Context: an optimization exercise on an open-source flow, tuned for small area. The choices shown serve that exercise and are no tape-out recipe.
In this exercise RTL edits were held to simulation tests only and were not proved equivalent to the original.
No activity file was given, so power comes from the tool's default toggle rates.

==> trial 97: inputs <==
==> flow/design.v <==
module tdp_aoi222 #(parameter W = 32) (
    input [W-1:0] s0, s1, s2,
    input [W-1:0] d0, d1, d2,
    output [W-1:0] y
);
    assign y = ~((s0 & d0) | (s1 & d1) | (s2 & d2));
endmodule
module tdp_nand4 #(parameter W = 32) (input [W-1:0] a, b, c, d, output [W-1:0] y);
    assign y = ~(a & b & c & d);
endmodule
module tdp_nand3 #(parameter W = 32) (input [W-1:0] a, b, c, output [W-1:0] y);
    assign y = ~(a & b & c);
endmodule
module tdp_nand2 #(parameter W = 32) (input [W-1:0] a, b, output [W-1:0] y);
    assign y = ~(a & b);
endmodule
module tdp_or3 #(parameter W = 32) (input [W-1:0] a, b, c, output [W-1:0] y);
    assign y = a | b | c;
endmodule
module tdp_nor2 #(parameter W = 32) (input [W-1:0] a, b, output [W-1:0] y);
    assign y = ~(a | b);
endmodule
module xilinx_true_dual_port_ram #(
    parameter RAM_WIDTH = 32,
    parameter RAM_DEPTH = 64,
    parameter RAM_PERFORMANCE = "HIGH_PERFORMANCE",
    parameter INIT_FILE = ""
)(
    input [5:0] addra,
    input [5:0] addrb,
    input [RAM_WIDTH-1:0] dina,
    input [RAM_WIDTH-1:0] dinb,
    input clk,
    input wea,
    input web,
    input ena,
    input enb,
    input rsta,
    input rstb,
    input regcea,
    input regceb,
    output [RAM_WIDTH-1:0] douta,
    output [RAM_WIDTH-1:0] doutb
);
    reg ph;
    always @(posedge clk)
        if (ph) ph <= 1'b0;
        else    ph <= 1'b1;
    wire [RAM_WIDTH-1:0] wda = dina ^ {RAM_WIDTH{ph}};
    wire [RAM_WIDTH-1:0] wdb = dinb ^ {RAM_WIDTH{ph}};
    wire [RAM_DEPTH-1:0] wsa, wsb, wh, rsa, rsb;
    genvar w;
    generate
        for (w = 0; w < RAM_DEPTH; w = w + 1) begin : g_word
            assign wsa[w] = ena & wea & (addra == w);
            assign wsb[w] = enb & web & (addrb == w);
            assign wh[w]  = ~(wsa[w] | wsb[w]);
            assign rsa[w] = ena & (addra == w);
            assign rsb[w] = enb & (addrb == w);
            reg  [RAM_WIDTH-1:0] mem;
            wire [RAM_WIDTH-1:0] nxt;
            tdp_aoi222 #(RAM_WIDTH) u (.s0({RAM_WIDTH{wsa[w]}}), .s1({RAM_WIDTH{wsb[w]}}),
                                       .s2({RAM_WIDTH{wh[w]}}),
                                       .d0(wda), .d1(wdb), .d2(mem), .y(nxt));
            always @(posedge clk) mem <= nxt;
        end
    endgenerate
    reg  [RAM_WIDTH-1:0] rda, rdb;
    wire [RAM_WIDTH-1:0] rda_nxt, rdb_nxt;
    wire [RAM_WIDTH-1:0] la1 [0:22], lb1 [0:22];
    wire [RAM_WIDTH-1:0] la2 [0:5],  lb2 [0:5];
    wire [RAM_WIDTH-1:0] la3 [0:1],  lb3 [0:1];
    genvar k;
    generate
        for (k = 0; k < 21; k = k + 1) begin : g_rl1
            tdp_aoi222 #(RAM_WIDTH) ua (.s0({RAM_WIDTH{rsa[3*k]}}), .s1({RAM_WIDTH{rsa[3*k+1]}}),
                                        .s2({RAM_WIDTH{rsa[3*k+2]}}),
                                        .d0(g_word[3*k].mem), .d1(g_word[3*k+1].mem),
                                        .d2(g_word[3*k+2].mem), .y(la1[k]));
            tdp_aoi222 #(RAM_WIDTH) ub (.s0({RAM_WIDTH{rsb[3*k]}}), .s1({RAM_WIDTH{rsb[3*k+1]}}),
                                        .s2({RAM_WIDTH{rsb[3*k+2]}}),
                                        .d0(g_word[3*k].mem), .d1(g_word[3*k+1].mem),
                                        .d2(g_word[3*k+2].mem), .y(lb1[k]));
        end
        for (k = 0; k < 5; k = k + 1) begin : g_rl2
            tdp_nand4 #(RAM_WIDTH) ua (.a(la1[4*k]), .b(la1[4*k+1]), .c(la1[4*k+2]), .d(la1[4*k+3]), .y(la2[k]));
            tdp_nand4 #(RAM_WIDTH) ub (.a(lb1[4*k]), .b(lb1[4*k+1]), .c(lb1[4*k+2]), .d(lb1[4*k+3]), .y(lb2[k]));
        end
        for (k = 0; k < 2; k = k + 1) begin : g_rl3
            tdp_or3 #(RAM_WIDTH) ua (.a(la2[3*k]), .b(la2[3*k+1]), .c(la2[3*k+2]), .y(la3[k]));
            tdp_or3 #(RAM_WIDTH) ub (.a(lb2[3*k]), .b(lb2[3*k+1]), .c(lb2[3*k+2]), .y(lb3[k]));
        end
    endgenerate
    tdp_nand2 #(RAM_WIDTH) u_ra_w (.a({RAM_WIDTH{rsa[63]}}), .b(g_word[63].mem), .y(la1[21]));
    tdp_nand2 #(RAM_WIDTH) u_rb_w (.a({RAM_WIDTH{rsb[63]}}), .b(g_word[63].mem), .y(lb1[21]));
    tdp_nand2 #(RAM_WIDTH) u_ra_h (.a({RAM_WIDTH{~ena}}), .b(rda), .y(la1[22]));
    tdp_nand2 #(RAM_WIDTH) u_rb_h (.a({RAM_WIDTH{~enb}}), .b(rdb), .y(lb1[22]));
    tdp_nand3 #(RAM_WIDTH) u_ra_l2 (.a(la1[20]), .b(la1[21]), .c(la1[22]), .y(la2[5]));
    tdp_nand3 #(RAM_WIDTH) u_rb_l2 (.a(lb1[20]), .b(lb1[21]), .c(lb1[22]), .y(lb2[5]));
    tdp_nor2 #(RAM_WIDTH) u_ra_y (.a(la3[0]), .b(la3[1]), .y(rda_nxt));
    tdp_nor2 #(RAM_WIDTH) u_rb_y (.a(lb3[0]), .b(lb3[1]), .y(rdb_nxt));
    always @(posedge clk) begin
        rda <= rda_nxt;
        rdb <= rdb_nxt;
    end
    wire [RAM_WIDTH-1:0] va = rda ^ {RAM_WIDTH{ph}};
    wire [RAM_WIDTH-1:0] vb = rdb ^ {RAM_WIDTH{ph}};
    reg [RAM_WIDTH-1:0] douta_reg, doutb_reg;
    always @(posedge clk) begin
        if (rsta)
            douta_reg <= {RAM_WIDTH{1'b0}};
        else if (regcea)
            douta_reg <= va;
    end
    always @(posedge clk) begin
        if (rstb)
            doutb_reg <= {RAM_WIDTH{1'b0}};
        else if (regceb)
            doutb_reg <= vb;
    end
    assign douta = douta_reg;
    assign doutb = doutb_reg;
endmodule
==> flow/run.sh <==
#!/bin/bash
# synth_recipe.tcl (not shown) runs the flow's synth.tcl, then flattens the netlist and writes it again
# the make line also repeats each setting of config.mk as NAME=value (left out here)
make -C /OpenROAD-flow-scripts/flow DESIGN_CONFIG=/design/flow/config.mk WORK_HOME=/design/flow/orfs CLKGATE_MAP_FILE= SYNTH_SCRIPT=/design/flow/synth_recipe.tcl finish
==> flow/config.mk <==
export PLATFORM = sky130hd
export DESIGN_NAME = xilinx_true_dual_port_ram
export DESIGN_NICKNAME = xilinx_true_dual_port_ram
export VERILOG_FILES = /design/flow/design.v
export SDC_FILE = /design/flow/constraint.sdc
export NUM_CORES = 4
export LEC_CHECK = 0
export CAP_MARGIN = 20
export CELL_PAD_IN_SITES_DETAIL_PLACEMENT = 1
export CELL_PAD_IN_SITES_GLOBAL_PLACEMENT = 2
export CORE_MARGIN = 2
export CORE_UTILIZATION = 20
export CTS_CLUSTER_DIAMETER = 80
export CTS_CLUSTER_SIZE = 25
export PLACE_DENSITY = 0.27
export SLEW_MARGIN = 20
export SYNTH_HIERARCHICAL = 1
export SYNTH_MEMORY_MAX_BITS = 8192
==> flow/constraint.sdc <==
create_clock -name core_clock -period 8.0 [get_ports {clk}]
set_input_delay 1.6000 -clock core_clock [delete_from_list [all_inputs] [get_ports {clk}]]
set_output_delay 1.6000 -clock core_clock [all_outputs]
set_load 0.01 [all_outputs]
==> trial 43: changes against trial 97 <==
Settings changed: CTS_CLUSTER_DIAMETER 80 to unset, CTS_CLUSTER_SIZE 25 to unset.
==> notes.md <==
Data arrives at the worst endpoint at 6.92 ns. The flow ran to the end and the layout has no timing, DRC or antenna violations. Multi-input logic gates represent a cell area share of 40.3%.

The worst reg-to-reg setup slack is 3.95 ns. Sequential cells consume a total of 15.2 mW. The leakage dissipation was 38.2 nW; the post-route standard cell area excluding fillers was 111,000 sq um.
The numbers above come from trial 43.

==> notes.md <==
For this design the static power due to leakage is 36.7 nW. Hold repair after CTS inserted 0 buffers. Of the total standard cell area in the layout, the multi-input combinational portion is 41.4%. The run finished with no timing, DRC or antenna violations. For this run, the register share of the synthesized area comes to 50.8%. The setup check on the worst reg-to-reg path leaves a slack of 3.98 ns. The count of final max-slew check failures was 0; the sequential group power was 15.1 mW.
The numbers above come from trial 97.

[what the ideal ports hide]
No port has a modelled driver above. Below, the same layouts with a new extraction and two added sets of constraints.
Step 1 assumes that a clkbuf_16 drives the clock port and a buf_2 every other input.
Step 2 also shifts input and output timing later by t, the mid clock arrival at the registers, as if the neighbouring blocks saw the same clock.
a / b / c = ideal ports / drivers / drivers and shift; a / b = the first two.
run	t (ns)	setup slack, ns	slew at the worst register clock pin (ns)
trial 97	1.070	2.098 / 2.151 / 1.081	0.10 / 0.10
trial 43	1.065	1.972 / 2.065 / 1.001	0.06 / 0.06
After both steps every run listed still meets setup and hold. For trial 97, which loses most, drivers alone change the setup slack by +0.053 ns; drivers and shift together by -1.017 ns.
